This is an optimization exercise on Yosys and OpenROAD, whose aim is small area, a short achievable clock period and few clock cycles, not a production implementation. Function was checked by simulation only, so behaviour that the tests miss may differ from the original. The clock input has no modelled driver; a real chip could not lean on it and would need a root buffer or a full tree.

// csi_top
module csi_top (
	input  logic        clk,
	input  logic        rst_n,
	input  logic        start,
	output logic [17:0] sram_addr,
	output logic [15:0] sram_wdata,
	output logic        sram_we_n,
	input  logic [15:0] sram_rdata,
	output logic        done
);
Size in the first run: ~1,500 cells after synthesis, about 310 flip-flops, about 55 I/O pins, roughly 19,000 sq um of cells after synthesis.
==> flow/config.mk <==
export PLATFORM = sky130hd
export DESIGN_NAME = csi_top
export DESIGN_NICKNAME = csi_top
export VERILOG_FILES = /design/flow/design.v
export SDC_FILE = /design/flow/constraint.sdc
export NUM_CORES = 4
export LEC_CHECK = 0
export CAP_MARGIN = 20
export CORE_MARGIN = 2
export CORE_UTILIZATION = 65
export CTS_CLUSTER_DIAMETER = 100
export CTS_CLUSTER_SIZE = 30
export PLACE_DENSITY = 0.75
export SLEW_MARGIN = 20
export SYNTH_HIERARCHICAL = 1
export SYNTH_MINIMUM_KEEP_SIZE = 0
==> flow/constraint.sdc <==
create_clock -name core_clock -period 17.0 [get_ports {clk}]
set_input_delay 3.4000 -clock core_clock [delete_from_list [all_inputs] [get_ports {clk}]]
set_output_delay 3.4000 -clock core_clock [all_outputs]
set_load 0.01 [all_outputs]
standard.sh (not shown) runs the stock make flow with config.mk's settings and CLKGATE_MAP_FILE= SYNTH_SCRIPT=/design/flow/synth_recipe.tcl, a recipe that flattens the netlist after the stock synthesis.
==> flow/flow/run.sh <==
#!/bin/bash
# Standard ORFS layout with buf_2 port buffers, the clock tree options below with
# its branch-buffer level removed (flow/post_cts.tcl), and timing repair aimed
# at a 4.2 ns path delay. The constraints stay the design's (17 ns clock).
set -euo pipefail
here=$(pwd)
bash standard.sh "BUFFER_PORTS_ARGS=-buffer_cell sky130_fd_sc_hd__buf_2" SETUP_SLACK_MARGIN=12.8 MATCH_CELL_FOOTPRINT=0 \
  "CTS_ARGS=-sink_clustering_enable -repair_clock_nets -sink_clustering_size 24 -sink_clustering_max_diameter 100 -dont_use_dummy_load -sink_clustering_levels 1" \
  "POST_CTS_TCL=$here/flow/post_cts.tcl" \
  finish > flow.log 2>&1
Other scripts of this flow, unchanged in this note and not shown: flow/flow/post_cts.tcl
Testbench counts at the start, summed over its fixed seeds: cycles 2,304,324.
Next try:
==> flow/flow/run.sh (replaced) <==
#!/bin/bash
# Standard ORFS layout with buf_2 port buffers, the clock tree options below with
# its branch-buffer level removed (flow/post_cts.tcl), and timing repair aimed
# at a 4.3 ns path delay. The constraints stay the design's (17 ns clock).
set -euo pipefail
here=$(pwd)
bash standard.sh "BUFFER_PORTS_ARGS=-buffer_cell sky130_fd_sc_hd__buf_2" SETUP_SLACK_MARGIN=12.7 \
  "CTS_ARGS=-sink_clustering_enable -repair_clock_nets -sink_clustering_size 30 -sink_clustering_max_diameter 100 -dont_use_dummy_load -sink_clustering_levels 1" \
  "POST_CTS_TCL=$here/flow/post_cts.tcl" \
  finish > flow.log 2>&1
--- a/flow/config.mk
+++ b/flow/config.mk
@@ -9,6 +9,6 @@
 export CORE_MARGIN = 2
-export CORE_UTILIZATION = 65
+export CORE_UTILIZATION = 75
 export CTS_CLUSTER_DIAMETER = 100
 export CTS_CLUSTER_SIZE = 30
-export PLACE_DENSITY = 0.75
+export PLACE_DENSITY = 0.85
 export SLEW_MARGIN = 20
=> Synthesized cell count stays the same; design area fell by 1.7%; worst setup slack got worse by 9.1 ps; clock skew goes down by 4.3 ps; fmax stays flat; critical path depth stays the same; register-to-register slack got worse by 90 ps.
Next try:
--- a/flow/config.mk
+++ b/flow/config.mk
@@ -9,6 +9,6 @@
 export CORE_MARGIN = 2
-export CORE_UTILIZATION = 75
+export CORE_UTILIZATION = 65
 export CTS_CLUSTER_DIAMETER = 100
 export CTS_CLUSTER_SIZE = 30
-export PLACE_DENSITY = 0.85
+export PLACE_DENSITY = 0.75
 export SLEW_MARGIN = 20
=>
- The new run passed the timing, design-rule and antenna checks
- synthesized cell count is unchanged
- die area climbs by about a fifth
- routed wire length drops by a few percent
- setup slack is better by 12 ps
- clock skew climbs by 6.5 ps

* * *

csi_top, a different RTL version from the one above (not shown whole).
For scale: about 1700 cells after synthesis, about 350 flip-flops, about 55 I/O pins, about 21000 um^2 of cells after synthesis.
Settings: LEC_CHECK=0, CAP_MARGIN=20, CORE_MARGIN=2, CORE_UTILIZATION=65, CTS_CLUSTER_DIAMETER=100, CTS_CLUSTER_SIZE=30, PLACE_DENSITY=0.75, SLEW_MARGIN=20, SYNTH_HIERARCHICAL=1, SYNTH_MINIMUM_KEEP_SIZE=0; clock period 17.0 ns.
==> flow/flow/run.sh <==
#!/bin/bash
# Standard ORFS layout with buf_2 port buffers and timing repair aimed at a
# 4.3 ns path delay (the constraints stay the design's: 17 ns clock).
set -euo pipefail
bash standard.sh "BUFFER_PORTS_ARGS=-buffer_cell sky130_fd_sc_hd__buf_2" SETUP_SLACK_MARGIN=12.8 MATCH_CELL_FOOTPRINT=0 finish > flow.log 2>&1
Testbench counts at the start, summed over its fixed seeds: cycles 2,304,384.
Then changed:
==> flow/flow/run.sh (replaced) <==
#!/bin/bash
# Standard ORFS layout with buf_2 port buffers and timing repair aimed at a
# 4.3 ns path delay (the constraints stay the design's: 17 ns clock).
set -euo pipefail
bash standard.sh "BUFFER_PORTS_ARGS=-buffer_cell sky130_fd_sc_hd__buf_2" SETUP_SLACK_MARGIN=12.7 finish > flow.log 2>&1
- CORE_UTILIZATION: 65 -> 40
- CTS_CLUSTER_DIAMETER: 100 -> not set
- CTS_CLUSTER_SIZE: 30 -> not set
- PLACE_DENSITY: 0.75 -> 0.6
What happened: Worst hold slack is about the same; count of clock-buffer cells in the layout increases by 30; non-clock buffer count decreases by 9; cell count went up by about a fifth; wire length came out higher by a few percent; core utilization is lower by 25 points; synthesized area does not change.
Then changed:
- CORE_UTILIZATION: 40 -> 65
- CTS_CLUSTER_DIAMETER: not set -> 100
- CTS_CLUSTER_SIZE: not set -> 30
- PLACE_DENSITY: 0.6 -> 0.75
=> First-iteration DRC count rises by 20%. Setup slack hardly moves. Via count increases by 0.44%. Flip-flop and latch count is unchanged. Final cell count fell by 13%. Routed wire length came out lower by 3.9%. Clock-buffer cell count is lower by 30. Cell area is lower by 4.9%.
Then changed:
- CTS_CLUSTER_DIAMETER: 100 -> not set
- CTS_CLUSTER_SIZE: 30 -> not set
Effect: The new run finished with timing, DRC and antenna clean. First-iteration DRC count increases by 1.9%. Final area increases by 2.9%.
Then changed:
- CTS_CLUSTER_DIAMETER: not set -> 70
- CTS_CLUSTER_SIZE: not set -> 36
Result:
- area after synthesis stays the same
- worst setup slack is worse by 0.063 ns
- worst hold slack is better by 0.016 ns

[what the ideal ports hide]
In the flow no input, the clock included, has a driving cell. The finished layouts below were timed again as built, in two steps. Step 1: set_driving_cell puts a clkbuf_16 on clk and a buf_2 on each other input, an assumption about the parent block. Step 2 times the ports against the registers' clock, not the clock port: input delays grow and output delays shrink by t, the midpoint of the rising clock arrivals with the driver on. Three values: ideal ports, drivers, drivers and shift; two values: the first two.
| run | t, ns | setup WS [ns] | latest minus earliest clock arrival (ns) | slew at the worst register clock pin (ns) | worst data-port slew with drivers (ns) |
|---|---|---|---|---|---|
| the first run of note 1 | 0.398 | 12.720 / 12.644 / 12.906 | 0.058 / 0.059 | 0.10 / 0.10 | 0.03 |
| the second run of note 1 | 0.401 | 12.711 / 12.637 / 12.822 | 0.054 / 0.054 | 0.11 / 0.11 | 0.05 |
| the third run of note 1 | 0.399 | 12.723 / 12.644 / 12.808 | 0.060 / 0.060 | 0.12 / 0.12 | 0.03 |
| the first run of note 2 | 0.570 | 12.526 / 12.473 / 12.809 | 0.041 / 0.041 | 0.11 / 0.11 | 0.03 |
| the second run of note 2 | 0.599 | 12.529 / 12.477 / 12.775 | 0.034 / 0.033 | 0.06 / 0.06 | 0.04 |
| the third run of note 2 | 0.570 | 12.528 / 12.475 / 12.722 | 0.039 / 0.040 | 0.11 / 0.11 | 0.03 |
| the fourth run of note 2 | 0.572 | 12.562 / 12.508 / 12.721 | 0.027 / 0.027 | 0.07 / 0.07 | 0.03 |
| the fifth run of note 2 | 0.603 | 12.499 / 12.447 / 12.743 | 0.046 / 0.046 | 0.12 / 0.12 | 0.03 |
After both steps setup and hold are still met in every run listed.
